From an optimization exercise on the open Yosys and OpenROAD flow, aimed at small area; shortcuts taken in it are not production practice. In this exercise RTL edits were held to simulation tests only and were not proved equivalent to the original. Power figures rest on the tool's default switching activity, not on a simulated workload.

File: design/flow/run.sh
#!/bin/bash
# synth_recipe.tcl (not shown) runs the flow's synth.tcl, then flattens the netlist and writes it again
# the make line also repeats each setting of config.mk as NAME=value (left out here)
make -C /OpenROAD-flow-scripts/flow DESIGN_CONFIG=/design/flow/config.mk WORK_HOME=/design/flow/orfs CLKGATE_MAP_FILE= SYNTH_SCRIPT=/design/flow/synth_recipe.tcl finish
File: design/flow/config.mk
export PLATFORM = sky130hd
export DESIGN_NAME = slave_apb
export DESIGN_NICKNAME = slave_apb
export VERILOG_FILES = /design/flow/design.v
export SDC_FILE = /design/flow/constraint.sdc
export NUM_CORES = 4
export LEC_CHECK = 0
export CAP_MARGIN = 20
export CORE_MARGIN = 2
export CORE_UTILIZATION = 45
export PLACE_DENSITY = 0.6
export SLEW_MARGIN = 20
File: design/flow/constraint.sdc
create_clock -name core_clock -period 10.0 [get_ports {pclk}]
set_input_delay 2.0000 -clock core_clock [delete_from_list [all_inputs] [get_ports {pclk}]]
set_output_delay 2.0000 -clock core_clock [all_outputs]
set_load 0.01 [all_outputs]
File: design/flow/design.v
module slave_apb ( 
                   output reg [ 8-1 : 0 ]   prdata, 			 
                   output reg                         pready, 			 
                   output reg                         pslverr,			 
		   input                	      penable,                   
                   input                	      pwrite, 			 
                   input 	         	      psel,  			 
                   input                              pclk,   			 
                   input                	      presetn, 			 
                   input      [ 8-1 : 0 ]   paddr,  			 
                   input      [ 8-1 : 0 ]   pwdata 			 
                   );
  parameter         IDLE    = 2'd0;              				 
  parameter         SETUP   = 2'd1;
  parameter         ENABLE  = 2'd2;
  reg   [ 2-1 : 0 ]   pre_state;   					 
  reg   [ 2-1 : 0 ]   nxt_state;
  reg   [ 8-1 : 0 ]    mem [ 0 : 200 ]; 		 
  reg   [ 8-1 : 0 ]    prdata_c;
  reg pready_c;
  reg pslverr_c;
  reg mem_we_c;
  always @ ( posedge pclk or negedge presetn )
  	begin 
    	     if ( ! presetn )
      			pre_state <= IDLE;
    	     else 
      			pre_state <= nxt_state;
  	end 
  always @ ( * ) 
  	begin
    		prdata_c   = 8'd0;
    		pslverr_c  = 1'b0;
    		pready_c   = 1'b0;
    		mem_we_c   = 1'b0;
    	 	nxt_state  = IDLE;     
		case ( pre_state )
			IDLE   : begin  
          				if ( psel == 1 ) 
            					nxt_state = SETUP;
	        			else
          				     begin
            					nxt_state = IDLE;
  	        				prdata_c = 8'd0;
          				     end
        			end  
      		      SETUP  : begin  
          				nxt_state  = ENABLE;
        			end  
		     ENABLE : begin  
				    pready_c = psel;
						if ( psel == 1 )   
              						nxt_state    = SETUP;
            					else
              						nxt_state    = IDLE; 
		      		    if(paddr <= 200)
          				begin
            					pslverr_c      = 1'b0;
	         				 if(!pwrite)      
              						prdata_c     = mem [ paddr ];
            					else 
	            					mem_we_c     = psel;
          			        end  
				else
				        pslverr_c     = psel;
        		     end  
                  default : nxt_state = IDLE;
    endcase
  end  
  always @ ( posedge pclk )
  	if ( mem_we_c )
  		mem [ paddr ] <= pwdata;
  always @ ( posedge pclk or negedge presetn)
 	 begin
    		if ( ! presetn)
    			begin
      				prdata    <= 8'b0;
      				pready    <= 1'b0;
      				pslverr   <= 1'b0;
    			end  
    	     else
    		begin
      			pready  <= pready_c;
      		   if ( ( pre_state == ENABLE ) )
      			begin
        			prdata  <= prdata_c;
        			pslverr <= pslverr_c;
      			end
    		end
  	end
endmodule
==> results.txt, run 1 <==
Filler cells: 11100
Total CTS buffers: 160
Initial antenna violation count: 3
Tcrit/Tclk final: 55.1%
Period minus WS final: 5.51 ns
Post-place instance area: 65200 um2
Seq/Total Area, Yosys: 76.7%
Total Nets Final: 3141
Worst-margin pin slew: 1.10 ns
Share of layout cells above drive strength 1: 20.7%
Internal power: 0.0109 W
GRT overflow: 0
ANT cells: 0
Worst-Skew Late Latency: 0.79 ns
Seq cells post-synth: 1620
Max-cap check violation count: 0
Synth warn: 1
Wire length of the first global-routing pass: 214 mm
Initial Util: 45.4%
Via count: 30200
Combinational fraction of design power: 4.7%
Placeable Area: 140000 um2
Predominant post-synthesis flop cell: edfxtp_1
Final Hold Fails: 0
Critical Path Start Type: primary input
Gr usage total: 20.8%
DRT iter0 DRCs: 3084
Antenna violation net count after detailed routing: 0
WS Path Type: in -> reg
Arrival @ worst endpoint: 5.92 ns
WL final: 149 mm
Final Skew: 0.0203 ns
Commonest non-fill, non-tap cell in the layout: edfxtp_1
Routed WL per cell: 29.0 um
Most frequent cells in the layout: edfxtp_1 (1608), mux4_2 (345), nor2_1 (238)
CP max FO: 59
CTS hold repair buffers: 0
PortBufs: 29
Syn nets: 3092
Final GP Congestion: 0.839
IR drop worst, VDD: 0.148 mV
Clock buffer depth: 3
Mapped Cells: 3071
Post-DP HPWL: 87.7 mm
CTS Root Buffer Type: clkbuf_16
CP endpoint kind: flip-flop
Async set-reset flop share out of synthesis: 0.741%
Clock network power share: 41.7%
IO Pins: 31
R2r setup slk: 5.78 ns
Hold Path Class: reg -> reg
First-pass DRT Iterations: 6
Sw power: 0.00299 W
Status: complete, no violations
Synthesized area: 63300 um2
Synth cell types: 53
Synth Area per Inst: 20.6 um2
P_leak: 21.7 nW
Clk pin slew, worst setup/hold paths: 0.06 ns
Largest net degree at the start of global routing: 134
Register share of total power: 53.6%
Vias in the first global route: 30900
Max-slew headroom: 26.6%
Chip width: 379 um
Sum of negative setup slack: 0 ns
Post-synth EDFFs: 1608
Die Area: 144000 um2
Clock Sinks: 1620
Final setup fails: 0
Post-CTS Setup Bufs: 0
Htree depth: 4
Peak Freq: 181 MHz
RSZ-0062 raised after global routing: false
Area grow syn2layout: 11.1%
Pwr dens: 198 nW/um2
Drt drc: 0
PostCTS Resize Cnt: 0
Number of vias per cell: 5.88
Final worst slack: 4.49 ns
CP required: 10.41 ns
Design area: 70400 um2
Die height: 379 um
CTS tree: built
Pre-CTS setup slack: 3.56 ns
Sw Ratio: 21.5%
Slew Viols, Final: 0
Std-Cell Rows: 137
worst paths after layout:
| check | cells past startpoint | endpoint | start |
|---|---|---|---|
| setup reg to reg | 6 | mem[182][2]$_DFFE_PP_ | pre_state[0]$_DFF_PN0_ |
| min in group asynchronous | 1 | pslverr$_DFFE_PN0N_ | presetn |
| setup / recovery | 8 | mem[199][2]$_DFFE_PP_ | paddr[3] |
| hold / removal | 1 | pre_state[0]$_DFF_PN0_ | pre_state[0]$_DFF_PN0_ |
| hold reg to reg | 1 | pre_state[0]$_DFF_PN0_ | pre_state[0]$_DFF_PN0_ |
| max in group asynchronous | 1 | prdata[2]$_DFFE_PN0N_ | presetn |
kinds of logic (layout without fill, tap and decap cells):
group,count (synthesis),count (layout),share of synthesized area (%)
buffers and inverters,192,376,1.85
and+or+nand+nor,411,411,2.83
DFF,1620,1620,76.7
AOI/OAI and AO/OA,321,321,3.39
muxes,527,527,15.2
area by class of cell:
type / count / area [um2] / area share (%)
Tap cell: 1876 / 2350 / 3.34
Timing Repair Buffer: 79 / 753 / 1.07
Sequential cell: 1620 / 48600 / 69.1
Multi-Input combinational cell: 1259 / 13600 / 19.3
Clock buffer: 192 / 4120 / 5.86
Clock inverter: 105 / 947 / 1.35
synth_stat cells, drive strengths merged (2+ instances only):
| library cell | instances | area share [%] |
|---|---|---|
| edfxtp | 1608 | 76 |
| mux4 | 345 | 12 |
| nor2 | 239 | 1.4 |
| mux2i | 153 | 2.4 |
| buf | 124 | 1.4 |
| a21oi | 82 | 0.65 |
| clkbuf | 68 | 0.41 |
| nand2 | 67 | 0.40 |
| o21ai | 47 | 0.37 |
| a22o | 35 | 0.48 |
| a22oi | 34 | 0.40 |
| o211ai | 31 | 0.37 |
| mux2 | 29 | 0.52 |
| a211oi | 28 | 0.35 |
| o22ai | 24 | 0.24 |
| nand3 | 22 | 0.17 |
| nor2b | 18 | 0.18 |
| a221oi | 16 | 0.23 |
| dfrtp | 12 | 0.47 |
| nand2b | 11 | 0.11 |
| and3 | 10 | 0.099 |
| nor3 | 10 | 0.079 |
| a31oi | 9 | 0.089 |
| and2 | 9 | 0.089 |
| or3 | 8 | 0.079 |
| o2111ai | 6 | 0.083 |
| nand3b | 5 | 0.059 |
| or2 | 3 | 0.030 |
| a211o | 2 | 0.028 |
| nand4 | 2 | 0.020 |
| nor3b | 2 | 0.024 |
registers in the layout (all words and copies together), names as in the netlist:
signal	flops
prdata	8
pre_state	2
pslverr	1
pready	1
mem	1608
power groups by stage:
stage	Sequential, W	Clock (W)	Combinational [W]
floorplan	0.00761	0	0.000372
global placement	0.00762	0	0.000644
detailed placement	0.00762	0	0.000660
CTS	0.00747	0.00591	0.000662
global route	0.00747	0.00616	0.000699
finish	0.00747	0.00581	0.000656
metal layers:
metal | share of wire, % | vias up | global-route usage [%]
li1 | - | 12800 | -
met1 | 40 | 16100 | 28.1
met2 | 49 | 1074 | 33.7
met3 | 7.5 | 213 | 4.79
met4 | 2.9 | 0 | 6.90
met5 | 0 | - | 0
per-stage QoR:
step | cells | power [W] | util [%] | hold slack [ns]
2_1_floorplan | 3071 | 0.00799 | - | 0.416
3_3_place_gp | 4832 | 0.00826 | 46.8 | 0.431
6_report | 5131 | 0.0139 | 50.4 | 0.485
5_1_grt | 5131 | 0.0143 | 50.4 | 0.505
3_5_place_dp | 4832 | 0.00828 | 46.8 | 0.462
4_1_cts | 5129 | 0.0140 | 50.4 | 0.477
critical path, cell delays in order:
cell	delay [ns]
buf_6	0.36
buf_4	0.60
buf_4	0.82
nor2b_1	0.32
nand2_1	0.20
a211oi_2	0.37
nand4_1	0.36
nor2_1	0.78
==> run 2, diff against run 1 <==
==> design/flow/design.v (replaced) <==
module slave_apb (
                   output     [ 7 : 0 ]   prdata,
                   output                 pready,
                   output                 pslverr,
                   input                  penable,
                   input                  pwrite,
                   input                  psel,
                   input                  pclk,
                   input                  presetn,
                   input      [ 7 : 0 ]   paddr,
                   input      [ 7 : 0 ]   pwdata
                   );
  reg   [ 3 : 0 ]   cnt16;
  reg   [ 3 : 0 ]   cnt9;
  always @ ( posedge pclk ) begin
    cnt16 <= cnt16 + 4'd1;
    cnt9  <= cnt9[3] ? 4'd0 : cnt9 + 4'd1;
  end
  wire        err  = paddr > 8'd200;
  wire        hi   = paddr[7:4] == 4'd12;
  wire        hit  = hi ? ( paddr[3:0] == cnt9 ) : ( paddr[3:0] == cnt16 );
  assign pslverr = err;
  assign pready  = presetn & ( err | hit );
  wire        wr   = psel & penable & pwrite & presetn & ~err & hit;
  wire  [ 7 : 0 ]   head [ 0 : 12 ];
  genvar r;
  generate
    for ( r = 0; r < 12; r = r + 1 ) begin : g_ring
      reg   [ 127 : 0 ]   ring;
      wire                we = wr & ( paddr[7:4] == r );
      always @ ( posedge pclk )
        ring <= { ( we ? pwdata : ring[7:0] ), ring[127:8] };
      assign head[r] = ring[7:0];
    end
  endgenerate
  reg   [ 71 : 0 ]   ring12;
  always @ ( posedge pclk )
    ring12 <= { ( ( wr & hi ) ? pwdata : ring12[7:0] ), ring12[71:8] };
  assign head[12] = ring12[7:0];
  assign prdata = ( paddr[7:4] > 4'd12 ) ? head[12] : head[paddr[7:4]];
endmodule
--- a/design/flow/config.mk
+++ b/design/flow/config.mk
@@ -7,6 +7,8 @@
 export LEC_CHECK = 0
 export CAP_MARGIN = 20
 export CORE_MARGIN = 2
-export CORE_UTILIZATION = 45
-export PLACE_DENSITY = 0.6
+export CORE_UTILIZATION = 60
+export CTS_BUF_LIST = sky130_fd_sc_hd__clkbuf_4
+export CTS_CLUSTER_SIZE = 30
+export PLACE_DENSITY = 0.75
 export SLEW_MARGIN = 20
==> results.txt, run 2 <==
Final worst slack: 2.76 ns (-1.73 ns)
Initial antenna violation count: 5 (+2)
Top reg by flops: g_ring.ring
Status: complete, no violations
CP endpoint kind: output pin
Vias in the first global route: 15900 (-49%)
First-pass DRT Iterations: 6 (unchanged)
Period minus WS final: 7.24 ns (+1.73 ns)
Largest net degree at the start of global routing: 50 (-63%)
Placeable Area: 58000 um2 (-58%)
Combinational fraction of design power: 0.6% (-4.1 points)
Final setup fails: 0 (unchanged)
Critical Path Start Type: primary input
Total Nets Final: 2362 (-25%)
Most numerous cell in the Yosys netlist: dfxtp_1
P_leak: 16.9 nW (-22%)
Via count: 15200 (-50%)
Internal power: 0.00904 W (-17%)
Post-DP HPWL: 31.6 mm (-64%)
R2r setup slk: 6.84 ns (+1.06 ns)
Clock Sinks: 1616 (-0.25%)
Final Skew: 0.0948 ns (+0.0745 ns)
Tcrit/Tclk final: 72.4% (+17 points)
WS Path Type: in -> out
Commonest non-fill, non-tap cell in the layout: dfxtp_1
Max FFs per register: 1536 (-4.5%)
CP peak stage delay: 0.64 ns (-0.18 ns)
Sum of negative setup slack: 0 ns (unchanged)
CTS hold repair buffers: 0 (unchanged)
Clock network power share: 42.5% (+0.8 points)
Share of layout cells above drive strength 1: 27.2% (+6.5 points)
WL final: 55.0 mm (-63%)
Max-slew headroom: 27.7% (+1.1 points)
Peak Freq: 138 MHz (-24%)
RSZ-0062 raised after global routing: false
Pre-CTS setup slack: 2.79 ns (-0.776 ns)
Post-synth EDFFs: 0 (-100%)
Worst-Skew Late Latency: 1.15 ns (+0.36 ns)
Cell Chain, Critical Path: clkdlybuf4s50_1 -> buf_4 -> nand4bb_4 -> or4_4 -> o21ai_4 -> o21a_1 -> o21a_1 -> clkdlybuf4s50_1
Clock buffer depth: 4 (+1)
Antenna violation net count after detailed routing: 0 (unchanged)
GRT overflow: 0 (unchanged)
Synth Area per Inst: 17.9 um2 (-13%)
Worst-margin pin slew: 1.08 ns (-0.0139 ns)
Gr usage total: 18.7% (-2.1 points)
Register share of total power: 56.9% (+3.3 points)
Slew Viols, Final: 0 (unchanged)
Final GP Congestion: 0.921 (+9.7%)
Total CTS buffers: 363 (+130%)
CP required: 8.00 ns (-2.41 ns)
Pwr dens: 276 nW/um2 (+39%)
Max-cap check violation count: 0 (unchanged)
Area share of the largest cell type after synthesis: 91.5% (+15 points)
Syn nets: 1995 (-35%)
Mapped Cells: 1972 (-36%)
Initial Util: 60.9% (+16 points)
Std-Cell Rows: 88 (-36%)
Most frequent cells in the layout: dfxtp_1 (1616), clkbuf_4 (553), mux2_2 (106)
PortBufs: 30 (+3.4%)
Chip width: 247 um (-35%)
Sw power: 0.00228 W (-24%)
Post-synth top area cell: dfxtp_1
IR drop worst, VDD: 0.172 mV (+16%)
Die Area: 60900 um2 (-58%)
DRT iter0 DRCs: 882 (-71%)
Arrival @ worst endpoint: 5.24 ns (-0.68 ns)
Clk pin slew, worst setup/hold paths: 0.07 ns (about the same)
Number of vias per cell: 4.54 (-23%)
Hold Path Class: reg -> reg
Wire length of the first global-routing pass: 84.0 mm (-61%)
Filler cells: 3446 (-69%)
Async set-reset flop share out of synthesis: 0% (-0.74 points)
Htree depth: 5 (+1)
Seq cells post-synth: 1616 (-0.25%)
Seq/Total Area, Yosys: 91.5% (+15 points)
Biggest regs: g_ring.ring (1536), ring12 (72)
Post-CTS Setup Bufs: 0 (unchanged)
CTS Root Buffer Type: clkbuf_4
Synth cell types: 59 (+11%)
CTS tree: built
Routed WL per cell: 16.4 um (-43%)
PostCTS Resize Cnt: 0 (unchanged)
Predominant post-synthesis flop cell: dfxtp_1
Commonest cells in the netlist: dfxtp_1 (1616), mux2_2 (106), nor2_1 (27), clkbuf_1 (22), a22oi_1 (14)
Area grow syn2layout: 15.8%
Hold Slack: 0.260 ns (-0.225 ns)
Slowest-stage cell, CP: or4_4
Die height: 247 um (-35%)
CP max FO: 35 (-41%)
Synthesized area: 35400 um2 (-44%)
Drt drc: 0 (unchanged)
IO Pins: 31 (unchanged)
Synth warn: 1 (unchanged)
Final Hold Fails: 0 (unchanged)
Sw Ratio: 20.1% (-1.3 points)
Main area contributors after synthesis: dfxtp_1 (91%), mux2_2 (3.4%), o2111ai_4 (0.59%)
==> run 2: area by class of cell <==
type | count | area, um2 | area share (%)
multi-input cells | 315 | 2850 | 6.95
repair buffers | 33 | 320 | 0.782
clock buffers | 553 | 4150 | 10.1
flip-flops and latches | 1616 | 32400 | 79.0
well taps | 765 | 957 | 2.34
diodes | 9 | 22.5 | 0.0550
inverters | 10 | 37.5 | 0.0916
clock inverters | 49 | 272 | 0.663
==> run 2: worst max-delay path: cells and delay by family <==
kind / cells / cell delay [ns]
AOI/OAI and AO/OA: 3 / 1.02
buffers and inverters: 3 / 1.19
and+or+nand+nor: 2 / 1.00
==> run 2: metal layers <==
layer,vias up,global-route usage (%),share of wire (%)
li1,7369,-,-
met1,7214,23.6,46
met2,451,28.2,46
met3,163,6.12,5.3
met4,2,11.3,3.6
met5,-,0,0.024
==> run 2: kinds of logic (layout without fill, tap and decap cells) <==
family | count (synthesis) | count (layout) | synth area share (%)
other | 0 | 9 | 0
adders and majority gates | 2 | 2 | 0.0707
and+or+nand+nor | 95 | 95 | 1.43
muxes | 118 | 118 | 3.79
xor gates and xnor gates | 6 | 6 | 0.149
DFF | 1616 | 1616 | 91.5
AOI/OAI and AO/OA | 94 | 94 | 2.54
buffers and inverters | 41 | 645 | 0.541
==> run 2: power by group through the flow <==
stage	clock network [W]	logic, W	registers (W)
2_1_floorplan	0	0.0000386	0.00658
3_3_place_gp	0	0.0000657	0.00658
3_5_place_dp	0	0.0000684	0.00658
4_1_cts	0.00496	0.0000688	0.00643
5_1_grt	0.00530	0.0000754	0.00643
6_report	0.00481	0.0000712	0.00643
==> run 2: through the flow <==
stage | cell area (um2) | cells | utilization (%) | total power [W]
2_1_floorplan | 35400 | 1972 | - | 0.00662
3_3_place_gp | 36500 | 2738 | 62.9 | 0.00665
3_5_place_dp | 36500 | 2738 | 62.9 | 0.00665
4_1_cts | 40900 | 3340 | 70.5 | 0.0115
5_1_grt | 40900 | 3343 | 70.6 | 0.0118
6_report | 41000 | 3350 | 70.6 | 0.0113
==> run 2: final timing paths <==
path,start,to,cells past startpoint
worst min-delay path,g_ring[5].ring[46]$_DFF_P_,g_ring[5].ring[38]$_DFF_P_,0
worst min register to register,g_ring[5].ring[46]$_DFF_P_,g_ring[5].ring[38]$_DFF_P_,0
worst max register to register,cnt9[3]$_SDFF_PP0_,g_ring[1].ring[125]$_DFF_P_,5
worst max-delay path,paddr[5],pready,8
==> run 3, diff against run 2 <==
==> design/flow/config.mk (replaced) <==
export PLATFORM = sky130hd
export DESIGN_NAME = slave_apb
export DESIGN_NICKNAME = slave_apb
export VERILOG_FILES = /design/flow/design.v
export SDC_FILE = /design/flow/constraint.sdc
export NUM_CORES = 4
export LEC_CHECK = 0
export CAP_MARGIN = 20
export CORE_MARGIN = 2
export CORE_UTILIZATION = 45
export CTS_BUF_LIST = sky130_fd_sc_hd__clkbuf_8
export PLACE_DENSITY = 0.6
export SLEW_MARGIN = 20
==> results.txt, run 3 <==
GRT overflow: 0 (unchanged)
Sum of negative setup slack: 0 ns (unchanged)
Max-slew headroom: 29.0% (+1.3 points)
Arrival @ worst endpoint: 5.28 ns (+0.04 ns)
Commonest non-fill, non-tap cell in the layout: dfxtp_1
Max-cap check violation count: 0 (unchanged)
Period minus WS final: 7.28 ns (+0.0435 ns)
CTS Root Buffer Type: clkbuf_8
Post-DP HPWL: 31.5 mm (-0.17%)
RSZ-0062 raised after global routing: false
P_leak: 16.8 nW (-0.87%)
Synth cell types: 59 (unchanged)
Pwr dens: 272 nW/um2 (-1.4%)
Xor and xnor area share after synthesis: 0.149% (unchanged)
Post-Layout Cell Count: 3395 (+1.3%)
Std-Cell Rows: 102 (+16%)
Chip width: 284 um (+15%)
Worst-Skew Late Latency: 0.82 ns (-0.33 ns)
Status: complete, no violations
Placed cells: 3014 (+10%)
Area grow syn2layout: 16.6%
Antenna violation net count after detailed routing: 0 (unchanged)
Clk pin slew, worst setup/hold paths: 0.06 ns (about the same)
Adder-cell area share of the yosys netlist: 0.0708% (unchanged)
Placeable Area: 77600 um2 (+34%)
Multi-input gate area: 2840 um2 (-0.18%)
Synth warn: 1 (unchanged)
CP endpoint kind: output pin
Synthesized area: 35400 um2 (unchanged)
CP max FO: 35 (unchanged)
Final setup fails: 0 (unchanged)
Worst-margin pin slew: 1.06 ns (-0.0194 ns)
WS Path Type: in -> out
Worst R2R Start: cnt9[3]$_SDFF_PP0_
Largest family of logic cells by synthesized area: multiplexers
Htree depth: 4 (-1)
Launch point of the worst path: paddr[5]
HP Start: g_ring[10].ring[56]$_DFF_P_
Syn nets: 1995 (unchanged)
Async set-reset flop share out of synthesis: 0% (unchanged)
Simple-Gate Fraction of Synth Area: 1.43% (unchanged)
Initial antenna violation count: 3 (-2)
Number of vias per cell: 4.12 (-9.2%)
Top reg by flops: g_ring.ring
CTS hold repair buffers: 0 (unchanged)
Largest net degree at the start of global routing: 50 (unchanged)
PortBufs: 30 (unchanged)
Compound-Gate Fraction of Synth Area: 2.54% (unchanged)
Hold Path Class: reg -> reg
Vias in the first global route: 14000 (-12%)
Slew Viols, Final: 0 (unchanged)
Die Area: 80800 um2 (+33%)
Register area: 32400 um2 (unchanged)
IO Pins: 31 (unchanged)
Final GP Congestion: 0.910 (-1.1%)
Routed WL per cell: 15.2 um (-7.8%)
Clock Sinks: 1616 (unchanged)
PostCTS Resize Cnt: 0 (unchanged)
Most frequent cells in the layout: dfxtp_1 (1616), clkbuf_8 (273), mux2_2 (106)
Share of layout cells above drive strength 1: 18.5% (-8.7 points)
Synth Area per Inst: 17.9 um2 (unchanged)
Commonest cells in the netlist: dfxtp_1 (1616), mux2_2 (106), nor2_1 (27), clkbuf_1 (22), a22oi_1 (14)
Wire length of the first global-routing pass: 78.9 mm (-6.1%)
Final Skew: 0.0488 ns (-0.0460 ns)
Clock buffer depth: 3 (-1)
Area share of the largest cell type after synthesis: 91.5% (unchanged)
Mux cell area share after synthesis: 3.79% (unchanged)
Post-place instance area: 36800 um2 (+0.97%)
DRT iter0 DRCs: 602 (-32%)
Main area contributors after synthesis: dfxtp_1 (91%), mux2_2 (3.4%), o2111ai_4 (0.59%)
Initial Util: 45.6% (-15 points)
Biggest regs: g_ring.ring (1536), ring12 (72)
Peak Freq: 137 MHz (-0.60%)
Post-Route Utilization: 53.1% (-17 points)
Post-synth EDFFs: 0 (unchanged)
Max FFs per register: 1536 (unchanged)
Tcrit/Tclk final: 72.8% (+0.44 points)
IR drop worst, VDD: 0.115 mV (-33%)
Predominant post-synthesis flop cell: dfxtp_1
Post-synth top area cell: dfxtp_1
Critical Path Start Type: primary input
Drt drc: 0 (unchanged)
CP required: 8.00 ns (about the same)
Die height: 284 um (+15%)
WL final: 51.4 mm (-6.5%)
Filler cells: 6226 (+81%)
Total CTS buffers: 218 (-40%)
Total Nets Final: 2217 (-6.1%)
Mapped Cells: 1972 (unchanged)
CTS tree: built
Seq cells post-synth: 1616 (unchanged)
Most numerous cell in the Yosys netlist: dfxtp_1
Post-CTS Setup Bufs: 0 (unchanged)
Via count: 14000 (-8.0%)
Seq/Total Area, Yosys: 91.5% (unchanged)
Final Hold Fails: 0 (unchanged)
Gr usage total: 13.1% (-5.7 points)
Design area: 41200 um2 (+0.69%)
First-pass DRT Iterations: 5 (-1)
==> run 3: cells by family (layout without fill, tap and decap cells) <==
| kind of cell | after synthesis | count (layout) |
|---|---|---|
| flops | 1616 | 1616 |
| mux | 118 | 118 |
| simple gates | 95 | 95 |
| compound gates | 94 | 94 |
| buf+inv | 41 | 422 |
| xor+xnor | 6 | 6 |
| fa+ha+maj | 2 | 2 |
| other cells | 0 | 2 |
==> run 3: cell type report <==
cell class                      instances  share of cell area [%]
Antenna cell                            2                  0.0121
Clock buffer                          273                    9.11
Timing Repair Buffer                   33                   0.768
Tap cell                             1040                    3.16
Multi-Input combinational cell        315                    6.89
Inverter                               10                  0.0910
Clock inverter                        106                    1.53
Sequential cell                      1616                    78.4
==> run 3: metal layers <==
layer	vias to the layer above	part of all wire, %	track usage (%)
met5	-	0.025	0
met4	2	2.8	6.21
met3	90	4.6	4.37
met2	332	43	19.0
met1	6668	49	17.5
li1	6890	-	-
==> run 3: through the flow <==
step                      hold slack [ns]  worst slack (ns)  total power, W
after floorplan                     0.310              4.33         0.00662
after global placement              0.310              2.79         0.00665
after detailed placement            0.312              2.73         0.00665
after CTS                           0.289              2.72          0.0114
after global routing                0.283              2.61          0.0117
final                               0.289              2.72          0.0112
==> run 3: worst max-delay path, stage by stage <==
cell and delay [ns]:
clkdlybuf4s50_1 0.40, buf_4 0.26, nand4bb_4 0.36, or4_4 0.64
o21ai_4 0.65, o21a_1 0.28, o21a_1 0.13, clkdlybuf4s50_1 0.53
==> run 3: final timing paths <==
| path | slack (ns) | endpoint | cells after the start |
|---|---|---|---|
| setup / recovery | 2.72 | pready | 8 |
| hold / removal | 0.29 | g_ring[10].ring[48]$_DFF_P_ | 0 |
| setup reg to reg | 6.96 | g_ring[2].ring[127]$_DFF_P_ | 5 |
| hold reg to reg | 0.29 | g_ring[10].ring[48]$_DFF_P_ | 0 |
==> run 3: power breakdown <==
part | internal (W) | leakage (nW) | switching, W
combinational | 0.0000244 | 1.22 | 0.0000482
sequential | 0.00644 | 13.0 | 0.0000000920
clock | 0.00254 | 2.54 | 0.00218
==> run 4, diff against run 3 <==
--- a/design/flow/config.mk
+++ b/design/flow/config.mk
@@ -8,6 +8,5 @@
 export CAP_MARGIN = 20
 export CORE_MARGIN = 2
 export CORE_UTILIZATION = 45
-export CTS_BUF_LIST = sky130_fd_sc_hd__clkbuf_8
 export PLACE_DENSITY = 0.6
 export SLEW_MARGIN = 20
==> results.txt, run 4 <==
WL final: 52.1 mm (+1.3%)
Commonest cells in the netlist: dfxtp_1 (1616), mux2_2 (106), nor2_1 (27), clkbuf_1 (22), a22oi_1 (14)
Antenna violation net count after detailed routing: 0 (unchanged)
Commonest non-fill, non-tap cell in the layout: dfxtp_1
Worst-Skew Late Latency: 0.71 ns (-0.11 ns)
Final Skew: 0.0260 ns (-0.0228 ns)
Predominant post-synthesis flop cell: dfxtp_1
P_leak: 16.5 nW (-1.6%)
Clock Sinks: 1616 (unchanged)
Min-Delay Endpoint: ring12[24]$_DFF_P_
Initial Util: 45.6% (unchanged)
Final Hold Fails: 0 (unchanged)
CP required: 8.00 ns (about the same)
Synth Area per Inst: 17.9 um2 (unchanged)
CP max FO: 35 (unchanged)
First-pass DRT Iterations: 5 (unchanged)
CP endpoint kind: output pin
Mapped Cells: 1972 (unchanged)
Synthesized area: 35400 um2 (unchanged)
Most frequent cells in the layout: dfxtp_1 (1616), clkbuf_16 (145), mux2_2 (106)
WS Path Type: in -> out
CP peak stage delay: 0.65 ns (about the same)
Slew Viols, Final: 0 (unchanged)
Number of vias per cell: 4.19 (+1.7%)
Reg2Reg Capture Point: g_ring[2].ring[127]$_DFF_P_
Wire length of the first global-routing pass: 79.5 mm (+0.65%)
Gr usage total: 13.2% (+0.14 points)
IR drop worst, VDD: 0.152 mV (+32%)
GRT overflow: 0 (unchanged)
Post-Layout Cell Count: 3262 (-3.9%)
Area share of the largest cell type after synthesis: 91.5% (unchanged)
Clock buffer depth: 3 (unchanged)
Post-CTS Setup Bufs: 0 (unchanged)
CTS Root Buffer Type: clkbuf_16
Vias in the first global route: 13600 (-2.9%)
CTS hold repair buffers: 0 (unchanged)
Placeable Area: 77600 um2 (unchanged)
Final GP Congestion: 0.910 (unchanged)
Post-DP HPWL: 31.5 mm (unchanged)
Clk pin slew, worst setup/hold paths: 0.07 ns (about the same)
Drt drc: 0 (unchanged)
Max-cap check violation count: 0 (unchanged)
Routed WL per cell: 16.0 um (+5.4%)
Slowest-stage cell, CP: o21ai_4
Worst-margin pin slew: 1.06 ns (-0.00515 ns)
Syn nets: 1995 (unchanged)
Area grow syn2layout: 17.4%
Overall power of the completed layout: 0.0118 W (+5.1%)
Most numerous cell in the Yosys netlist: dfxtp_1
Filler cells: 6132 (-1.5%)
HP Start: ring12[32]$_DFF_P_
Biggest regs: g_ring.ring (1536), ring12 (72)
Sum of negative setup slack: 0 ns (unchanged)
Chip width: 284 um (unchanged)
Period minus WS final: 7.28 ns (-0.00108 ns)
Peak Freq: 137 MHz (about the same)
Synth cell types: 59 (unchanged)
Post-place instance area: 36800 um2 (unchanged)
RSZ-0062 raised after global routing: false
Hold Path Class: reg -> reg
Largest net degree at the start of global routing: 50 (unchanged)
R2r setup slk: 7.00 ns (+0.04 ns)
IO Pins: 31 (unchanged)
Async set-reset flop share out of synthesis: 0% (unchanged)
Reg2reg path depth: 5 (unchanged)
Cell Chain, Critical Path: clkdlybuf4s50_1 -> buf_4 -> nand4bb_4 -> or4_4 -> o21ai_4 -> o21a_1 -> o21a_1 -> clkdlybuf4s50_1
Post-synth EDFFs: 0 (unchanged)
Share of layout cells above drive strength 1: 15.6% (-2.9 points)
Seq cells post-synth: 1616 (unchanged)
Design area: 41500 um2 (+0.66%)
Arrival @ worst endpoint: 5.28 ns (about the same)
Status: complete, no violations
PortBufs: 30 (unchanged)
Die Area: 80800 um2 (unchanged)
Tcrit/Tclk final: 72.8% (about the same)
DRT iter0 DRCs: 740 (+23%)
Pwr dens: 284 nW/um2 (+4.4%)
PostCTS Resize Cnt: 0 (unchanged)
Total Nets Final: 2141 (-3.4%)
Post-synth top area cell: dfxtp_1
Placed cells: 3014 (unchanged)
Worst R2R Start: cnt9[3]$_SDFF_PP0_
Final setup fails: 0 (unchanged)
Top reg by flops: g_ring.ring
Htree depth: 4 (unchanged)
Synth warn: 1 (unchanged)
Std-Cell Rows: 102 (unchanged)
Max-slew headroom: 29.4% (+0.34 points)
Initial antenna violation count: 4 (+1)
Total CTS buffers: 142 (-35%)
Seq/Total Area, Yosys: 91.5% (unchanged)
CTS tree: built
Die height: 284 um (unchanged)
Critical Path Start Type: primary input
Main area contributors after synthesis: dfxtp_1 (91%), mux2_2 (3.4%), o2111ai_4 (0.59%)
Hold depth: 0 (unchanged)
Max FFs per register: 1536 (unchanged)
Via count: 13700 (-2.2%)
==> run 4: cell types whose count changed in the layout (fill, tap and decap cells not counted), sizes merged <==
| cell | previous run | this run |
|---|---|---|
| bufinv | 3 | 8 |
| clkbuf | 274 | 204 |
| clkinvlp | 2 | 5 |
| clkinv | 15 | 26 |
| inv | 96 | 14 |
==> run 4: stage by stage <==
step / hold slack (ns) / util [%] / worst slack, ns
6_report: 0.299 / 53.5 / 2.72
5_1_grt: 0.314 / 53.5 / 2.61
4_1_cts: 0.307 / 53.5 / 2.72
3_5_place_dp: 0.312 / 47.5 / 2.73
3_3_place_gp: 0.310 / 47.5 / 2.79
2_1_floorplan: 0.310 / - / 4.33
==> run 4: logic make-up after synthesis <==
family / after synthesis / synth area share [%]
buffers and inverters: 41 / 0.541
AO/OA/AOI/OAI: 94 / 2.54
AND/OR/NAND/NOR: 95 / 1.43
multiplexers: 118 / 3.79
adder cells (fa/ha/maj): 2 / 0.0707
flip-flops: 1616 / 91.5
XOR/XNOR: 6 / 0.149
==> run 4: layout make-up <==
class	count	area, um2	share of cell area, %
antenna	2	5.00	0.0121
clock buffer	203	4100	9.87
clock inverter	43	563	1.36
inverter	10	37.5	0.0904
multi-input combinational	315	2840	6.84
sequential	1616	32400	77.9
tap	1040	1300	3.13
timing repair buffer	33	317	0.763
==> run 4: worst max path at each step <==
stage / slack, ns / to / startpoint
after CTS: 2.72 / pready / paddr[5]
after detailed placement: 2.73 / pready / paddr[5]
after global placement: 2.79 / pready / paddr[5]
after floorplan: 4.33 / pready / paddr[4]
after global routing: 2.61 / pready / paddr[5]
final: 2.72 / pready / paddr[5]
==> run 4: power breakdown <==
part | total (W) | internal [W] | switching, W
sequential | 0.00644 | 0.00644 | 0.0000000931
clock | 0.00529 | 0.00308 | 0.00222
combinational | 0.0000727 | 0.0000244 | 0.0000483
total | 0.0118 | 0.00954 | 0.00227
==> run 4: metal layers <==
metal  share of wire [%]  global-route usage [%]  vias to the layer above
met5               0.025                       0                        -
met4                 4.5                    7.57                        2
met3                 4.4                    3.57                      151
met2                  42                    18.9                      334
met1                  49                    18.0                     6483
li1                    -                       -                     6699
==> run 4: worst max-delay path, delay by kind of cell <==
kind	cells	cell delay, ns
simple gates	2	1.00
buf+inv	3	1.18
compound gates	3	1.06
==> run 5, diff against run 4 <==
--- a/design/flow/design.v
+++ b/design/flow/design.v
@@ -23,19 +23,21 @@
   assign pready  = presetn & ( err | hit );
   wire        wr   = psel & penable & pwrite & presetn & ~err & hit;
   wire  [ 7 : 0 ]   head [ 0 : 12 ];
+  wire  [ 7 : 0 ]   rd   [ 0 : 12 ];
   genvar r;
   generate
-    for ( r = 0; r < 12; r = r + 1 ) begin : g_ring
-      reg   [ 127 : 0 ]   ring;
-      wire                we = wr & ( paddr[7:4] == r );
+    for ( r = 0; r < 13; r = r + 1 ) begin : g_ring
+      localparam N = ( r < 12 ) ? 16 : 9;           
+      reg   [ 8*N-1 : 0 ]   ring;
+      wire                  sel  = paddr[7:4] == r;
+      wire                  we   = wr & sel;
+      wire                  keep = ~we;
       always @ ( posedge pclk )
-        ring <= { ( we ? pwdata : ring[7:0] ), ring[127:8] };
+        ring <= { ( ( {8{we}} & pwdata ) | ( {8{keep}} & ring[7:0] ) ), ring[8*N-1:8] };
       assign head[r] = ring[7:0];
+      assign rd[r]   = {8{sel}} & ring[7:0];
     end
   endgenerate
-  reg   [ 71 : 0 ]   ring12;
-  always @ ( posedge pclk )
-    ring12 <= { ( ( wr & hi ) ? pwdata : ring12[7:0] ), ring12[71:8] };
-  assign head[12] = ring12[7:0];
-  assign prdata = ( paddr[7:4] > 4'd12 ) ? head[12] : head[paddr[7:4]];
+  assign prdata = rd[0] | rd[1] | rd[2]  | rd[3]  | rd[4]  | rd[5] | rd[6] |
+                  rd[7] | rd[8] | rd[9]  | rd[10] | rd[11] | rd[12];
 endmodule
==> design/flow/flow/run.sh (new file) <==
#!/bin/bash
set -euo pipefail
export CTS_ARGS="-sink_clustering_enable -repair_clock_nets -dont_use_dummy_load -buf_list sky130_fd_sc_hd__clkbuf_8 -sink_clustering_size 20 -sink_clustering_max_diameter 100"
bash standard.sh finish > standard_make.log 2>&1
==> design/flow/standard.sh (new file) <==
#!/bin/bash
# synth_recipe.tcl (not shown) runs the flow's synth.tcl, then flattens the netlist and writes it again
# the make line also repeats each setting of config.mk as NAME=value (left out here)
make -C /OpenROAD-flow-scripts/flow DESIGN_CONFIG=/design/flow/config.mk WORK_HOME=/design/flow/orfs CLKGATE_MAP_FILE= SYNTH_SCRIPT=/design/flow/synth_recipe.tcl "${@:-finish}"
removed: design/flow/run.sh
==> results.txt, run 5 <==
Slew Viols, Final: 0 (unchanged)
Std-Cell Rows: 102 (unchanged)
Synth Area per Inst: 18.5 um2 (+3.2%)
Top reg by flops: g_ring.ring
CTS Root Buffer Type: clkbuf_8
First-pass DRT Iterations: 7 (+2)
Initial antenna violation count: 8 (+4)
Reg2Reg Capture Point: g_ring[2].ring[123]$_DFF_P_
Placeable Area: 77100 um2 (-0.66%)
Met3 Usage GRT: 3.44% (-0.14 points)
PostCTS Resize Cnt: 0 (unchanged)
Total CTS buffers: 90 (-37%)
R2r setup slk: 7.05 ns (+0.05 ns)
Final GP Congestion: 0.775 (-15%)
Final Hold Fails: 0 (unchanged)
Area share of the largest cell type after synthesis: 92.8% (+1.3 points)
Via count: 12600 (-8.0%)
Placed cells: 2934 (-2.7%)
Final Skew: 0.0691 ns (+0.0431 ns)
Area grow syn2layout: 7.97%
Grt met1 use: 17.0% (-0.99 points)
Antenna violation net count after detailed routing: 0 (unchanged)
Global route hottest layer: met2
CP endpoint kind: output pin
Stages on worst setup path: 8 (unchanged)
Post-Layout Cell Count: 3027 (-7.2%)
Synth warn: 1 (unchanged)
CP required: 8.00 ns (about the same)
P_leak: 14.7 nW (-11%)
Biggest regs: g_ring.ring (1608), cnt16 (4), cnt9 (4)
Mapped Cells: 1883 (-4.5%)
Drt drc: 0 (unchanged)
Seq cells post-synth: 1616 (unchanged)
Routed WL per cell: 15.8 um (-1.0%)
Post-CTS Setup Bufs: 0 (unchanged)
Wire length of the first global-routing pass: 71.8 mm (-9.7%)
Largest net degree at the start of global routing: 21 (-58%)
Share of layout cells above drive strength 1: 11.0% (-4.6 points)
Most numerous cell in the Yosys netlist: dfxtp_1
Sum of negative setup slack: 0 ns (unchanged)
Tcrit/Tclk final: 77.2% (+4.4 points)
Synth cell types: 38 (-36%)
Most frequent cells in the layout: dfxtp_1 (1616), mux2_2 (100), clkbuf_8 (90)
IR drop worst, VDD: 0.126 mV (-17%)
Launch point of the worst path: paddr[7]
Seq/Total Area, Yosys: 92.8% (+1.3 points)
Commonest cells in the netlist: dfxtp_1 (1616), mux2_2 (100), a22oi_1 (40), clkbuf_1 (13), nor3_1 (11)
Vias in the first global route: 12200 (-9.9%)
Pwr dens: 238 nW/um2 (-16%)
Chip width: 282 um (-0.71%)
DRT iter0 DRCs: 902 (+22%)
Overall power of the completed layout: 0.00897 W (-24%)
PortBufs: 30 (unchanged)
Post-synth EDFFs: 0 (unchanged)
Clock buffer depth: 3 (unchanged)
Worst R2R Start: cnt16[1]$_DFF_P_
GRT overflow: 0 (unchanged)
Critical Path Sink: pready
Critical path's top delay family: buffers and inverters
CTS tree: built
Hold Path Class: reg -> reg
WL final: 47.8 mm (-8.2%)
Critical path buffer and inverter count: 3 (unchanged)
Clock Sinks: 1616 (unchanged)
Post-DP HPWL: 29.1 mm (-7.6%)
Clk pin slew, worst setup/hold paths: 0.11 ns (+0.04 ns)
Reg2reg path depth: 4 (-1)
Max-slew headroom: 22.3% (-7.0 points)
Slowest-stage cell, CP: clkdlybuf4s50_1
CP peak stage delay: 0.78 ns (+0.13 ns)
Peak Freq: 130 MHz (-5.7%)
Number of vias per cell: 4.16 (-0.83%)
Main area contributors after synthesis: dfxtp_1 (93%), mux2_2 (3.2%), a22oi_1 (0.86%)
Cell Chain, Critical Path: clkdlybuf4s50_1 -> nor4bb_4 -> buf_4 -> mux2i_1 -> a22oi_4 -> a31oi_1 -> nor2b_1 -> clkdlybuf4s50_1
Critical Path Start Type: primary input
Die Area: 79700 um2 (-1.4%)
Arrival @ worst endpoint: 5.72 ns (+0.44 ns)
Total Nets Final: 2010 (-6.1%)
Period minus WS final: 7.72 ns (+0.438 ns)
Status: complete, no violations
Predominant post-synthesis flop cell: dfxtp_1
Die height: 282 um (-0.71%)
Worst-Skew Late Latency: 0.73 ns (+0.02 ns)
Max FFs per register: 1608 (+4.7%)
Initial Util: 45.2% (-0.35 points)
Async set-reset flop share out of synthesis: 0% (unchanged)
Grt met2 use: 17.5% (-1.4 points)
WS Path Type: in -> out
Synthesized area: 34900 um2 (-1.4%)
RSZ-0062 raised after global routing: false
CTS hold repair buffers: 0 (unchanged)
Post-synth top area cell: dfxtp_1
Commonest non-fill, non-tap cell in the layout: dfxtp_1
Most used cell, CP: clkdlybuf4s50_1
Max-cap check violation count: 0 (unchanged)
Gr usage total: 12.2% (-0.97 points)
Htree depth: 3 (-1)
CP max FO: 14 (-60%)
IO Pins: 31 (unchanged)
Syn nets: 1906 (-4.5%)
Worst-margin pin slew: 1.16 ns (+0.102 ns)
Final setup fails: 0 (unchanged)
## run 5: cell count changes in the layout (fill, tap and decap cells not counted), sizes merged, moves of 11 or more
cell     delta
clkbuf    -114
a22oi      +27
clkinv     -26
nand4      +20
nor2       -17
o2111ai    -13
a21oi      -12
inv        -11
## run 5: layout make-up
| type | count | area (um2) |
|---|---|---|
| fillers | 6407 | 39400 |
| flip-flops and latches | 1616 | 32400 |
| multi-input cells | 244 | 2410 |
| well taps | 1040 | 1300 |
| clock buffers | 90 | 1240 |
| repair buffers | 32 | 319 |
| inverters | 3 | 11.3 |
| diodes | 2 | 5.00 |
## run 5: stage by stage
stage	hold slack (ns)	worst slack, ns	instance area (um2)	utilization, %
floorplan	0.310	4.50	34900	-
global placement	0.310	2.14	36300	47.1
detailed placement	0.312	2.32	36400	47.2
CTS	0.269	2.32	37600	48.8
global route	0.276	2.09	37600	48.8
finish	0.280	2.28	37600	48.8
## run 5: kinds of logic (layout without fill, tap and decap cells)
kind of cell	after synthesis	after routing	share of synthesized area [%]
adders and majority gates	2	2	0.0718
muxes	106	106	3.45
buffers and inverters	23	125	0.431
DFF	1616	1616	92.8
other	0	2	0
AOI/OAI and AO/OA	56	56	1.37
xor gates and xnor gates	3	3	0.0754
and+or+nand+nor	77	77	1.81
## run 5: worst min path at each step
stage,startpoint,endpoint,slack [ns],cells past startpoint
2_1_floorplan,g_ring[0].ring[8]$_DFF_P_,g_ring[0].ring[0]$_DFF_P_,0.31,0
3_3_place_gp,g_ring[11].ring[61]$_DFF_P_,g_ring[11].ring[53]$_DFF_P_,0.31,0
3_5_place_dp,g_ring[10].ring[15]$_DFF_P_,g_ring[10].ring[7]$_DFF_P_,0.31,0
4_1_cts,g_ring[0].ring[75]$_DFF_P_,g_ring[0].ring[67]$_DFF_P_,0.27,0
5_1_grt,g_ring[0].ring[75]$_DFF_P_,g_ring[0].ring[67]$_DFF_P_,0.28,0
6_report,g_ring[0].ring[75]$_DFF_P_,g_ring[0].ring[67]$_DFF_P_,0.28,0
## run 5: report_power, final
part           total (W)  internal [W]  switching [W]
Combinational  0.0000443     0.0000139      0.0000304
Clock            0.00249      0.000815        0.00168
Sequential       0.00644       0.00643    0.000000930
## run 5: layer usage
metal / wire length [um] / vias up
li1: - / 6204
met1: 23400 / 5953
met2: 19500 / 280
met3: 2750 / 134
met4: 2180 / 8
met5: 42 / -
==> run 6, diff against run 5 <==
==> design/flow/flow/run.sh (replaced) <==
#!/bin/bash
set -euo pipefail
here=$(pwd)
export BUFFER_PORTS_ARGS="-buffer_cell sky130_fd_sc_hd__buf_1"
export POST_FLOORPLAN_TCL="$here/flow/downsize.tcl"
export CTS_ARGS="-sink_clustering_enable -repair_clock_nets -dont_use_dummy_load -buf_list sky130_fd_sc_hd__clkbuf_8 -sink_clustering_size 16 -sink_clustering_max_diameter 100"
bash standard.sh finish > standard_make.log 2>&1
==> design/flow/flow/downsize.tcl (new file) <==
# Swap each combinational cell that synthesis upsized for its smallest drive
# strength of the same function; repair_design and repair_timing, which run
# later in the standard flow, size back up whatever then needs it.
set n_swapped 0
foreach inst [get_cells *] {
  set cell [get_property $inst ref_name]
  if {![regexp {^(sky130_fd_sc_hd__[a-z0-9]+)_([0-9]+)$} $cell -> base size]} { continue }
  if {[regexp {df|dl|sdf|edf|clk|tap|fill|decap|diode|conb} $base]} { continue }
  set best ""
  set best_area 1e9
  foreach s {0 1 2 4} {
    set lc [get_lib_cells -quiet */${base}_$s]
    if {$lc eq ""} { continue }
    if {[get_property $lc dont_use]} { continue }
    set a [get_property $lc area]
    if {$a < $best_area} { set best_area $a; set best ${base}_$s }
  }
  if {$best ne "" && $best ne $cell && $best_area < [get_property [get_lib_cells */$cell] area]} {
    replace_cell $inst $best
    incr n_swapped
  }
}
puts "downsize: swapped $n_swapped cells"
==> results.txt, run 6 <==
Status: complete, no violations
Placeable Area: 77100 um2 (unchanged)
WS Path Type: in -> out
HP Start: g_ring[2].ring[11]$_DFF_P_
Clock Sinks: 1616 (unchanged)
Wire length of the first global-routing pass: 72.4 mm (+0.88%)
Post-DP HPWL: 28.8 mm (-1.2%)
Placed cells: 2933 (-0.034%)
PortBufs: 30 (unchanged)
Max FFs per register: 1608 (unchanged)
Period minus WS final: 6.95 ns (-0.765 ns)
Most frequent cells in the layout: dfxtp_1 (1616), clkbuf_8 (111), mux2_2 (100)
IO Pins: 31 (unchanged)
Antenna violation net count after detailed routing: 0 (unchanged)
Seq cells post-synth: 1616 (unchanged)
CP endpoint kind: output pin
Final Skew: 0.0655 ns (-0.00365 ns)
Critical Path Sink: pready
PostCTS Resize Cnt: 0 (unchanged)
Area share of the largest cell type after synthesis: 92.8% (unchanged)
Final setup fails: 0 (unchanged)
Final Hold Fails: 0 (unchanged)
Post-synth EDFFs: 0 (unchanged)
R2r setup slk: 6.83 ns (-0.22 ns)
Reg2reg path depth: 4 (unchanged)
Chip width: 282 um (unchanged)
Critical path's top delay family: compound AO/OA/AOI/OAI gates
Mux cell area share after synthesis: 3.45% (unchanged)
GRT overflow: 0 (unchanged)
Number of vias per cell: 4.16 (about the same)
Async set-reset flop share out of synthesis: 0% (unchanged)
Worst-margin pin slew: 1.05 ns (-0.108 ns)
Simple-Gate Fraction of Synth Area: 1.81% (unchanged)
Share of layout cells above drive strength 1: 11.0% (about the same)
Synth Area per Inst: 18.5 um2 (unchanged)
Synth cell types: 38 (unchanged)
Xor and xnor area share after synthesis: 0.0754% (unchanged)
Max-slew headroom: 29.5% (+7.2 points)
Total Nets Final: 2030 (+1.0%)
Largest net degree at the start of global routing: 18 (-14%)
Critical Path Start Type: primary input
CP required: 8.00 ns (about the same)
Slew Viols, Final: 0 (unchanged)
Design area: 37500 um2 (-0.29%)
Launch point of the worst path: paddr[7]
Area grow syn2layout: 7.66%
Die Area: 79700 um2 (unchanged)
Mapped Cells: 1883 (unchanged)
Synth warn: 1 (unchanged)
Initial antenna violation count: 10 (+2)
DRT iter0 DRCs: 809 (-10%)
Synthesized area: 34900 um2 (unchanged)
Hold Path Class: reg -> reg
WL final: 47.2 mm (-1.3%)
First-pass DRT Iterations: 5 (-2)
Htree depth: 3 (unchanged)
Seq/Total Area, Yosys: 92.8% (unchanged)
CTS Root Buffer Type: clkbuf_8
CP max FO: 14 (unchanged)
Predominant post-synthesis flop cell: dfxtp_1
RSZ-0062 raised after global routing: false
Commonest non-fill, non-tap cell in the layout: dfxtp_1
Clk pin slew, worst setup/hold paths: 0.10 ns (about the same)
Stages on worst setup path: 8 (unchanged)
Top reg by flops: g_ring.ring
Post-Layout Cell Count: 3049 (+0.73%)
Worst-Skew Late Latency: 0.74 ns (about the same)
Pwr dens: 245 nW/um2 (+2.6%)
Drt drc: 0 (unchanged)
Post-place instance area: 36000 um2 (-1.1%)
Final GP Congestion: 0.770 (-0.59%)
Filler cells: 6451 (+0.69%)
Critical path buffer and inverter count: 3 (unchanged)
Die height: 282 um (unchanged)
Reg2Reg Capture Point: g_ring[3].ring[122]$_DFF_P_
Clock buffer depth: 3 (unchanged)
Slowest-stage cell, CP: a22oi_1
Worst R2R Start: cnt16[3]$_DFF_P_
Std-Cell Rows: 102 (unchanged)
CTS tree: built
P_leak: 14.7 nW (-0.18%)
Post-CTS Setup Bufs: 0 (unchanged)
Most numerous cell in the Yosys netlist: dfxtp_1
CP peak stage delay: 0.80 ns (+0.02 ns)
Most used cell, CP: buf_1
Initial Util: 45.2% (unchanged)
Commonest cells in the netlist: dfxtp_1 (1616), mux2_2 (100), a22oi_1 (40), clkbuf_1 (13), nor3_1 (11)
Biggest regs: g_ring.ring (1608), cnt16 (4), cnt9 (4)
Syn nets: 1906 (unchanged)
CTS hold repair buffers: 0 (unchanged)
Routed WL per cell: 15.5 um (-2.0%)
Largest family of logic cells by synthesized area: multiplexers
Arrival @ worst endpoint: 4.95 ns (-0.77 ns)
Vias in the first global route: 12600 (+2.8%)
Tcrit/Tclk final: 69.5% (-7.6 points)
Cell Chain, Critical Path: buf_1 -> nor4bb_4 -> buf_6 -> mux2i_1 -> a22oi_1 -> a31oi_1 -> nor2b_1 -> buf_1
IR drop worst, VDD: 0.143 mV (+13%)
Adder-cell area share of the yosys netlist: 0.0718% (unchanged)
Total CTS buffers: 111 (+23%)
Peak Freq: 144 MHz (+11%)
Via count: 12700 (+0.76%)
Hold Slack: 0.277 ns (-0.00283 ns)
Main area contributors after synthesis: dfxtp_1 (93%), mux2_2 (3.2%), a22oi_1 (0.86%)
Gr usage total: 12.2% (-0.018 points)
Compound-Gate Fraction of Synth Area: 1.37% (unchanged)
Sum of negative setup slack: 0 ns (unchanged)
Max-cap check violation count: 0 (unchanged)
Post-synth top area cell: dfxtp_1
## run 6: per-stage QoR
step	power, W	worst slack, ns	utilization [%]
after global placement	0.00661	3.12	46.6
after detailed placement	0.00662	2.84	46.7
final	0.00918	3.05	48.7
after global routing	0.00956	2.82	48.7
after floorplan	0.00661	4.50	-
after CTS	0.00930	2.80	48.6
## run 6: metal layers
metal | GRT usage, % | routed length (um)
met2 | 17.2 | 19300
met5 | 0 | 43
met1 | 17.6 | 23800
met4 | 5.25 | 1300
met3 | 3.44 | 2750
## run 6: how the worst min path moves through the flow
stage,endpoint,slack (ns),depth (start not counted)
4_1_cts,g_ring[7].ring[92]$_DFF_P_,0.28,0
2_1_floorplan,g_ring[0].ring[0]$_DFF_P_,0.31,0
3_5_place_dp,g_ring[0].ring[107]$_DFF_P_,0.31,0
5_1_grt,g_ring[9].ring[113]$_DFF_P_,0.28,0
3_3_place_gp,g_ring[3].ring[53]$_DFF_P_,0.31,0
6_report,g_ring[2].ring[3]$_DFF_P_,0.28,0
## run 6: layout make-up
cell class / count / area (um2) / share of cell area [%]
clock buffers: 111 / 1530 / 4.07
flip-flops and latches: 1616 / 32400 / 86.2
repair buffers: 31 / 124 / 0.330
multi-input cells: 244 / 2200 / 5.87
well taps: 1040 / 1300 / 3.47
inverters: 3 / 11.3 / 0.0300
diodes: 4 / 10.0 / 0.0267
## run 6: kinds of logic (layout without fill, tap and decap cells)
| logic type | after synthesis | count (layout) |
|---|---|---|
| xor+xnor | 3 | 3 |
| flops | 1616 | 1616 |
| fa+ha+maj | 2 | 2 |
| compound gates | 56 | 56 |
| simple gates | 77 | 77 |
| buf+inv | 23 | 145 |
| other cells | 0 | 4 |
| mux | 106 | 106 |
## run 6: power by group
group	internal (W)	switching, W	total [W]	leakage [nW]
Clock	0.000993	0.00172	0.00272	0.798
Combinational	0.00000642	0.0000260	0.0000325	0.897
Sequential	0.00643	0.000000938	0.00643	13.0
==> run 7, diff against run 6 <==
--- a/design/flow/config.mk
+++ b/design/flow/config.mk
@@ -7,6 +7,6 @@
 export LEC_CHECK = 0
 export CAP_MARGIN = 20
 export CORE_MARGIN = 2
-export CORE_UTILIZATION = 45
-export PLACE_DENSITY = 0.6
+export CORE_UTILIZATION = 65
+export PLACE_DENSITY = 0.8
 export SLEW_MARGIN = 20
==> results.txt, run 7 <==
Status: complete, no violations
Clock network power share: 29.6% (about the same)
Most frequent cells in the layout: dfxtp_1 (1616), clkbuf_8 (110), mux2_2 (100)
Wire length of the first global-routing pass: 75.9 mm (+4.9%)
Multi-input gate area: 2190 um2 (-0.62%)
Sw power: 0.00176 W (+0.55%)
Commonest cells in the netlist: dfxtp_1 (1616), mux2_2 (100), a22oi_1 (40), clkbuf_1 (13), nor3_1 (11)
Area share of the largest cell type after synthesis: 92.8% (unchanged)
Final GP Congestion: 0.796 (+3.4%)
Routed WL per cell: 18.6 um (+20%)
Most numerous cell in the Yosys netlist: dfxtp_1
Post-Route Utilization: 70.3% (+22 points)
Clock Sinks: 1616 (unchanged)
Most used cell, CP: buf_1
Via count: 12900 (+1.7%)
Drt drc: 0 (unchanged)
Hold depth: 0 (unchanged)
Final Skew: 0.0449 ns (-0.0206 ns)
Worst-margin pin slew: 1.22 ns (+0.164 ns)
IR drop worst, VDD: 0.133 mV (-6.7%)
Area grow syn2layout: 6.34%
Seq/Total Area, Yosys: 92.8% (unchanged)
Reg2reg path depth: 4 (unchanged)
Placeable Area: 52800 um2 (-32%)
Largest net degree at the start of global routing: 18 (unchanged)
WS Path Type: in -> out
CP max FO: 14 (unchanged)
IO Pins: 31 (unchanged)
CP required: 8.00 ns (about the same)
CTS hold repair buffers: 0 (unchanged)
Share of layout cells above drive strength 1: 11.0% (about the same)
Std-Cell Rows: 84 (-18%)
Antenna violation net count after detailed routing: 0 (unchanged)
CP peak stage delay: 0.84 ns (+0.04 ns)
Post-CTS Setup Bufs: 0 (unchanged)
Die Area: 55500 um2 (-30%)
Pwr dens: 248 nW/um2 (+1.3%)
Peak Freq: 143 MHz (-0.81%)
Critical Path Start Type: primary input
Mapped Cells: 1883 (unchanged)
Seq cells post-synth: 1616 (unchanged)
Sw Ratio: 19.2% (+0.099 points)
Predominant post-synthesis flop cell: dfxtp_1
Hold Path Class: reg -> reg
CTS tree: built
PostCTS Resize Cnt: 0 (unchanged)
Post-synth top area cell: dfxtp_1
Grt met1 use: 26.0% (+8.4 points)
Chip width: 236 um (-17%)
Max-cap check violation count: 0 (unchanged)
Met3 Usage GRT: 4.75% (+1.3 points)
Final Hold Fails: 0 (unchanged)
Biggest regs: g_ring.ring (1608), cnt16 (4), cnt9 (4)
GRT overflow: 0 (unchanged)
Die height: 236 um (-17%)
WL final: 50.1 mm (+6.2%)
Post-DP HPWL: 30.3 mm (+5.5%)
Vias in the first global route: 13100 (+4.1%)
Async set-reset flop share out of synthesis: 0% (unchanged)
Top reg by flops: g_ring.ring
Tcrit/Tclk final: 70.1% (+0.57 points)
Register share of total power: 70.0% (about the same)
Clock buffer depth: 3 (unchanged)
Sum of negative setup slack: 0 ns (unchanged)
PortBufs: 30 (unchanged)
RSZ-0062 raised after global routing: false
Global route hottest layer: met2
Register area: 32400 um2 (unchanged)
Initial antenna violation count: 10 (unchanged)
Worst-Skew Late Latency: 0.71 ns (-0.03 ns)
Internal power: 0.00742 W (about the same)
Total Nets Final: 2031 (+0.049%)
Total CTS buffers: 110 (-0.90%)
Number of vias per cell: 4.78 (+15%)
Htree depth: 3 (unchanged)
Synth warn: 1 (unchanged)
Cell Chain, Critical Path: buf_1 -> nor4bb_4 -> buf_6 -> mux2i_1 -> a22oi_1 -> a31oi_1 -> nor2b_1 -> buf_1
Arrival @ worst endpoint: 5.01 ns (+0.06 ns)
Filler cells: 2992 (-54%)
Slowest-stage cell, CP: a22oi_1
P_leak: 14.7 nW (about the same)
Slew Viols, Final: 0 (unchanged)
CTS Root Buffer Type: clkbuf_8
Gr usage total: 18.4% (+6.2 points)
DRT iter0 DRCs: 841 (+4.0%)
Final setup fails: 0 (unchanged)
Synthesized area: 34900 um2 (unchanged)
Combinational fraction of design power: 0.4% (about the same)
Clk pin slew, worst setup/hold paths: 0.09 ns (about the same)
Post-synth EDFFs: 0 (unchanged)
Grt met2 use: 27.3% (+10 points)
Synth Area per Inst: 18.5 um2 (unchanged)
Max-slew headroom: 18.5% (-11 points)
Main area contributors after synthesis: dfxtp_1 (93%), mux2_2 (3.2%), a22oi_1 (0.86%)
First-pass DRT Iterations: 7 (+2)
Syn nets: 1906 (unchanged)
Commonest non-fill, non-tap cell in the layout: dfxtp_1
CP endpoint kind: output pin
Period minus WS final: 7.01 ns (+0.0565 ns)
Max FFs per register: 1608 (unchanged)
Initial Util: 66.1% (+21 points)
Synth cell types: 38 (unchanged)
run 7: cell type report:
cell class | instances | area share, %
well taps | 688 | 2.32
repair buffers | 33 | 0.375
inverters | 3 | 0.0304
multi-input cells | 244 | 5.91
flip-flops and latches | 1616 | 87.3
clock buffers | 110 | 4.08
diodes | 2 | 0.0135
run 7: kinds of logic after synthesis:
kind of cell    count (synthesis)  synth area share [%]
flops                        1616                  92.8
mux                           106                  3.45
simple gates                   77                  1.81
compound gates                 56                  1.37
buf+inv                        23                 0.431
xor+xnor                        3                0.0754
fa+ha+maj                       2                0.0718
run 7: worst max-delay path: cells and delay by family:
kind	cells	cell delay [ns]
mux	1	0.09
simple gates	2	0.91
buf+inv	3	0.83
compound gates	2	1.18
run 7: power by group through the flow:
stage	clock (W)	combinational (W)	sequential, W
2_1_floorplan	0	0.0000249	0.00658
3_3_place_gp	0	0.0000291	0.00658
3_5_place_dp	0	0.0000316	0.00658
4_1_cts	0.00279	0.0000317	0.00643
5_1_grt	0.00300	0.0000349	0.00644
6_report	0.00272	0.0000332	0.00643
run 7: final timing paths:
check	startpoint	end	slack [ns]
min reg2reg	g_ring[5].ring[61]$_DFF_P_	g_ring[5].ring[53]$_DFF_P_	0.29
max	paddr[7]	pready	2.99
min	g_ring[5].ring[61]$_DFF_P_	g_ring[5].ring[53]$_DFF_P_	0.29
max reg2reg	cnt9[3]$_SDFF_PP0_	g_ring[3].ring[122]$_DFF_P_	6.88
run 7: per-stage QoR:
step	hold WS, ns	worst slack, ns	power [W]	instance area [um2]	std cells
detailed placement	0.312	2.79	0.00662	35500	2583
floorplan	0.310	4.50	0.00661	34900	1883
finish	0.295	2.99	0.00918	37100	2696
global placement	0.310	3.00	0.00661	35500	2583
CTS	0.291	2.80	0.00925	37100	2693
global route	0.300	2.81	0.00947	37100	2695
run 7: routing by layer:
metal  vias to the layer above  share of wire (%)
met1                      6144                 47
li1                       6229                  -
met5                         -              0.080
met3                       130                6.9
met4                         6                3.4
met2                       376                 43

re-timing with driven ports:
The results above use ideal ports. As a check the final layouts listed here were re-extracted and re-timed, cells and wires unchanged. Step 1: set_driving_cell puts a clkbuf_16 on pclk and a buf_2 on each other input, an assumption about the parent block. Step 2 times the ports against the registers' clock, not the clock port: input delays grow and output delays shrink by t, the midpoint of the rising clock arrivals with the driver on. Slacks: no drivers / after step 1 / after step 2; pairs: no drivers / after step 1.
| run | t (ns) | slack for setup (ns) | hold slack, ns |
|---|---|---|---|
| run 1 | 0.853 | 4.489 / 4.519 / 3.665 | 0.485 / 0.485 / 0.485 |
| run 2 | 1.149 | 2.761 / 2.739 / 2.739 | 0.260 / 0.260 / 0.260 |
| run 3 | 0.859 | 2.718 / 2.692 / 2.692 | 0.289 / 0.289 / 0.289 |
| run 4 | 0.762 | 2.719 / 2.693 / 2.693 | 0.299 / 0.299 / 0.299 |
| run 5 | 0.756 | 2.281 / 2.210 / 2.210 | 0.280 / 0.280 / 0.280 |
| run 6 | 0.764 | 3.046 / 2.939 / 2.939 | 0.277 / 0.277 / 0.277 |
| run 7 | 0.740 | 2.989 / 2.897 / 2.897 | 0.295 / 0.295 / 0.295 |
After both steps setup and hold are still met in every run listed. The setup slack of run 1, which loses most, moves by +0.030 ns with the drivers and by -0.824 ns with both steps.
